This design comes from an exercise in tuning for small area, a short achievable clock period and few clock cycles per item on the open sky130 flow, not from production work.
In this exercise RTL edits were held to simulation tests only and were not proved equivalent to the original.
Power figures rest on the tool's default switching activity, not on a simulated workload.

// Processor
module Processor(clk , rst , imem_addr , imem_data , IR , Loaded , Stored , Out , valid) ;
	input clk ;
	input rst ;
	input [15:0] imem_data ;
	output [15:0] imem_addr ;
	output reg valid ;
	output reg [15:0] Out , Stored , Loaded ;
	output reg [15:0] IR ;
	localparam [255:0] RINIT = {
		16'h1984, 16'h3994, 16'h0CDE, 16'h1CBA, 16'h0102, 16'h1A32, 16'h0414, 16'h22DA,
		16'h1C86, 16'h22E0, 16'h0001, 16'h1C3A, 16'h00AA, 16'h0030, 16'h0020, 16'h0010 } ;
	localparam [255:0] MINIT = {
		16'h1984, 16'h0000, 16'h0CDE, 16'h0000, 16'h0102, 16'h1A32, 16'h0000, 16'h22DA,
		16'h0000, 16'h0000, 16'h0000, 16'h1C3A, 16'h00AA, 16'h0000, 16'h0020, 16'h0001 } ;
	reg [15:0] pc ;
	assign imem_addr = pc ;
	reg [255:0] rf ;    
	reg [255:0] dm ;    
	reg rst_q ;
	reg [15:0] IRd ;
	reg [3:0] d_rb ;      
	reg d_sub ;
	reg [15:0] ra_oh , rb_oh ;    
	reg vd ;
	always @(posedge clk) begin
		IRd <= imem_data ;
		d_rb <= (imem_data[15:12] == 4'd6) ? imem_data[11:8] : imem_data[3:0] ;
		d_sub <= (imem_data[15:12] == 4'd1) ;
		ra_oh <= 16'd1 << imem_data[7:4] ;
		rb_oh <= 16'd1 << ((imem_data[15:12] == 4'd6) ? imem_data[11:8] : imem_data[3:0]) ;
		rst_q <= rst ;
		if (rst) begin
			pc <= 16'd0 ;
			vd <= 1'b0 ;
		end else begin
			pc <= pc + 16'd1 ;
			vd <= 1'b1 ;
		end
	end
	wire [3:0] d_op  = IRd[15:12] ;
	wire [3:0] d_rs1 = IRd[7:4] ;
	wire d_and   = (d_op == 4'd2) ;
	wire d_or    = (d_op == 4'd3) ;
	wire d_xor   = (d_op == 4'd4) ;
	wire d_load  = (d_op == 4'd5) ;
	wire d_store = (d_op == 4'd6) ;
	wire d_sum   = !(d_and || d_or || d_xor || d_load || d_store) ;
	reg [15:0] A , Bx ;   
	reg [15:0] IRe ;
	reg ve ;
	reg c_sub , c_and , c_or , c_xor , c_ld , c_st , c_sum ;
	reg ww ;              
	reg [3:0] wrd ;
	wire [15:0] res ;     
	reg [15:0] Am ;       
	reg [15:0] wen ;      
	wire e_wr = ve && !c_st ;    
	wire fwa = e_wr && (IRe[11:8] == d_rs1) ;
	wire fwb = e_wr && (IRe[11:8] == d_rb) ;
	reg [15:0] rda , rdb ;
	integer k ;
	always @* begin
		rda = 16'd0 ;
		rdb = 16'd0 ;
		for (k = 0 ; k < 16 ; k = k + 1) begin
			rda = rda | ({16{ra_oh[k]}} & rf[16*k +: 16]) ;
			rdb = rdb | ({16{rb_oh[k]}} & rf[16*k +: 16]) ;
		end
	end
	wire [15:0] rfa = (ww && wrd == d_rs1) ? Out : rda ;
	wire [15:0] rfb = (ww && wrd == d_rb) ? Out : rdb ;
	wire [15:0] opb = fwb ? res : rfb ;
  ...
==> flow/config.mk <==
export PLATFORM = sky130hd
export DESIGN_NAME = Processor
export DESIGN_NICKNAME = Processor
export VERILOG_FILES = /design/flow/design.v
export SDC_FILE = /design/flow/constraint.sdc
export NUM_CORES = 4
export LEC_CHECK = 0
export CAP_MARGIN = 20
export CORE_MARGIN = 2
export CORE_UTILIZATION = 65
export CTS_CLUSTER_DIAMETER = 70
export CTS_CLUSTER_SIZE = 20
export SETUP_SLACK_MARGIN = 3.85
export SLEW_MARGIN = 20
export TNS_END_PERCENT = 30
==> flow/constraint.sdc <==
create_clock -name core_clock -period 6.0 [get_ports {clk}]
set_input_delay 1.2000 -clock core_clock [delete_from_list [all_inputs] [get_ports {clk}]]
set_output_delay 1.2000 -clock core_clock [all_outputs]
set_load 0.01 [all_outputs]
run.sh (not shown) runs the stock make flow with config.mk's settings and CLKGATE_MAP_FILE= SYNTH_SCRIPT=/design/flow/synth_recipe.tcl, a recipe that flattens the netlist after the stock synthesis.
Testbench counts at the start, summed over its fixed seeds: cycles 3,216, instrs 3,200.
==> next run, changes <==
--- a/flow/config.mk
+++ b/flow/config.mk
@@ -11,5 +11,4 @@
 export CTS_CLUSTER_DIAMETER = 70
-export CTS_CLUSTER_SIZE = 20
-export SETUP_SLACK_MARGIN = 3.85
+export CTS_CLUSTER_SIZE = 30
+export SETUP_SLACK_MARGIN = 3.7
 export SLEW_MARGIN = 20
-export TNS_END_PERCENT = 30
- first-iteration DRC count went down by 7.9%
- total power falls by 0.82%
- clock-buffer cell count came out lower by 27
- final cell count goes down by 1.6%
- setup slack improves by 0.024 ns
- global-route usage falls by 1.7 points
- fmax increases by 0.99%
- design area came out lower by 1.8%
- non-clock buffer count decreases by 38
- synthesized cell count stays the same
- sequential power hardly moves
==> next run, changes <==
--- a/flow/config.mk
+++ b/flow/config.mk
@@ -9,5 +9,6 @@
 export CORE_MARGIN = 2
-export CORE_UTILIZATION = 65
+export CORE_UTILIZATION = 68
 export CTS_CLUSTER_DIAMETER = 70
-export CTS_CLUSTER_SIZE = 30
+export CTS_CLUSTER_SIZE = 20
+export GPL_ROUTABILITY_DRIVEN = 0
 export SETUP_SLACK_MARGIN = 3.7
Effect:
- The changed run produced a clean layout
- wire length is about the same
- cell count fell by 1.3%
- power decreases by 0.88%
- fmax climbs by 1.1%
- design area drops by 0.75%
- via count rose by 1.6%
- utilization went up by 3.1 points
- clock power fell by about 1%
==> next run, changes <==
--- a/flow/config.mk
+++ b/flow/config.mk
@@ -9,3 +9,3 @@
 export CORE_MARGIN = 2
-export CORE_UTILIZATION = 68
+export CORE_UTILIZATION = 65
 export CTS_CLUSTER_DIAMETER = 70
First-iteration DRC count came out lower by 16%.
Design area hardly moves.
Routed wire length came out higher by 0.73%.
Fmax came out higher by 2.7%.
Sequential share of layout area came out lower by 0.11 points.

* * *

Starting RTL as in the previous note.
==> flow/design.v (excerpt) <==
module Processor(clk , rst , imem_addr , imem_data , IR , Loaded , Stored , Out , valid) ;
	input clk ;
	input rst ;
	input [15:0] imem_data ;
	output [15:0] imem_addr ;
	output reg valid ;
	output reg [15:0] Out , Stored , Loaded ;
	output reg [15:0] IR ;
	localparam [255:0] RINIT = {
		16'h1984, 16'h3994, 16'h0CDE, 16'h1CBA, 16'h0102, 16'h1A32, 16'h0414, 16'h22DA,
		16'h1C86, 16'h22E0, 16'h0001, 16'h1C3A, 16'h00AA, 16'h0030, 16'h0020, 16'h0010 } ;
	localparam [255:0] MINIT = {
		16'h1984, 16'h0000, 16'h0CDE, 16'h0000, 16'h0102, 16'h1A32, 16'h0000, 16'h22DA,
		16'h0000, 16'h0000, 16'h0000, 16'h1C3A, 16'h00AA, 16'h0000, 16'h0020, 16'h0001 } ;
	reg [15:0] pc ;
	assign imem_addr = pc ;
	reg [255:0] rf ;    
	reg [255:0] dm ;    
	reg rst_q ;
	reg [15:0] IRd ;
	reg [3:0] d_rb ;      
	reg d_sub ;
	reg [15:0] ra_oh , rb_oh ;    
	reg vd ;
	always @(posedge clk) begin
		IRd <= imem_data ;
		d_rb <= (imem_data[15:12] == 4'd6) ? imem_data[11:8] : imem_data[3:0] ;
		d_sub <= (imem_data[15:12] == 4'd1) ;
		ra_oh <= 16'd1 << imem_data[7:4] ;
		rb_oh <= 16'd1 << ((imem_data[15:12] == 4'd6) ? imem_data[11:8] : imem_data[3:0]) ;
		rst_q <= rst ;
		if (rst) begin
			pc <= 16'd0 ;
			vd <= 1'b0 ;
		end else begin
			pc <= pc + 16'd1 ;
			vd <= 1'b1 ;
		end
	end
	wire [3:0] d_op  = IRd[15:12] ;
	wire [3:0] d_rs1 = IRd[7:4] ;
	wire d_and   = (d_op == 4'd2) ;
	wire d_or    = (d_op == 4'd3) ;
	wire d_xor   = (d_op == 4'd4) ;
  ...
==> flow/config.mk <==
export PLATFORM = sky130hd
export DESIGN_NAME = Processor
export DESIGN_NICKNAME = Processor
export VERILOG_FILES = /design/flow/design.v
export SDC_FILE = /design/flow/constraint.sdc
export NUM_CORES = 4
export LEC_CHECK = 0
export CAP_MARGIN = 20
export CORE_MARGIN = 2
export CORE_UTILIZATION = 65
export CTS_CLUSTER_DIAMETER = 70
export CTS_CLUSTER_SIZE = 20
export SETUP_SLACK_MARGIN = 3.7
export SLEW_MARGIN = 20
export TNS_END_PERCENT = 5
==> flow/constraint.sdc <==
create_clock -name core_clock -period 6.0 [get_ports {clk}]
set_input_delay 1.2000 -clock core_clock [delete_from_list [all_inputs] [get_ports {clk}]]
set_output_delay 1.2000 -clock core_clock [all_outputs]
set_load 0.01 [all_outputs]
Testbench counts at the start, summed over its fixed seeds: cycles 3,216, instrs 3,200.
Edit:
CTS_CLUSTER_DIAMETER = 90   (was 70)
CTS_CLUSTER_SIZE = 28   (was 20)
GPL_ROUTABILITY_DRIVEN = 0   (was not set)
TNS_END_PERCENT = not set   (was 5)
Effect: The new run produced a clean layout. Routed wire length came out higher by 1.5%. Non-clock buffer count goes up by 45. Total power shrinks by 1.3%. Cell area increases by 1.9%. Synthesized cell count is unchanged.
Edit:
CTS_CLUSTER_DIAMETER = 80   (was 90)
CTS_CLUSTER_SIZE = 25   (was 28)
SETUP_SLACK_MARGIN = 3.8   (was 3.7)
After rerunning:
- worst hold slack is better by 0.0033 ns
- non-clock buffer count is higher by 23
- setup slack is worse by 0.010 ns
- wire length is higher by 3.8%
- die area stays the same
- sequential power hardly moves
- sequential share of layout area is lower by 0.98 points
- power is higher by 2.9%
- maximum frequency is lower by 0.43%
Edit:
CTS_CLUSTER_DIAMETER = 70   (was 80)
CTS_CLUSTER_SIZE = 20   (was 25)
GPL_ROUTABILITY_DRIVEN = not set   (was 0)
SETUP_SLACK_MARGIN = 3.75   (was 3.8)
TNS_END_PERCENT = 10   (was not set)
After rerunning:
- core utilization goes down by 0.11 points
- clock skew goes down by 0.0033 ns
- sequential power hardly moves
- via count goes down by 0.89%
- global-route usage goes down by 0.81 points
- critical path depth goes down by 10
Edit:
CORE_UTILIZATION = 72   (was 65)
SETUP_SLACK_MARGIN = 3.7   (was 3.75)
TNS_END_PERCENT = not set   (was 10)
What happened: With this change the flow finished with capacitance limit, slew limit left; combinational power decreases by 10%; design area decreases by 2.1%; area after synthesis stays the same; via count increases by 2.3%; global-route usage increases by 4.6 points.
Edit:
CORE_UTILIZATION = 65   (was 72)
CTS_BUF_LIST = sky130_fd_sc_hd__clkbuf_8   (was not set)
CTS_CLUSTER_DIAMETER = 50   (was 70)
CTS_CLUSTER_SIZE = 12   (was 20)
=> The changed run produced a clean layout; setup slack loses 0.038 ns; routed wire length is lower by 2.9%; via count went down by 2.3%; clock skew stays flat; hold slack is worse by 0.0098 ns; utilization came out lower by 7.3 points; total power went down by 1.3%.

[port drivers added, routing unchanged]
The results above use ideal ports. As a check the final layouts listed here were re-extracted and re-timed, cells and wires unchanged. Step 1 sets driving cells, clkbuf_16 on the clock port and buf_2 on the other inputs (assumed; they add their load-dependent delay and slew). Step 2 moves the port delays by t, midway between the first and last clock arrival at a register: inputs arrive t later, outputs are due t later. That takes back most of the time a late clock gives input paths. Slacks: ideal / step 1 / step 2; pairs: ideal / step 1.
run	t (ns)	setup slack, ns	worst data-port slew with drivers (ns)
the first run of note 1	0.653	3.549 / 3.549 / 3.363	0.05
the second run of note 1	0.647	3.573 / 3.573 / 3.139	0.04
the third run of note 1	0.655	3.600 / 3.600 / 3.158	0.04
the fourth run of note 1	0.651	3.663 / 3.630 / 3.135	0.04
the first run of note 2	0.659	3.575 / 3.552 / 3.080	0.04
the second run of note 2	0.680	3.615 / 3.559 / 3.118	0.05
the third run of note 2	0.651	3.605 / 3.592 / 3.326	0.04
the fourth run of note 2	0.656	3.527 / 3.527 / 3.109	0.05
the fifth run of note 2	0.671	3.593 / 3.593 / 3.084	0.04
the sixth run of note 2	0.728	3.555 / 3.497 / 3.056	0.05
For the fourth run of note 1, which loses most, drivers alone change the setup slack by -0.033 ns; drivers and shift together by -0.528 ns.
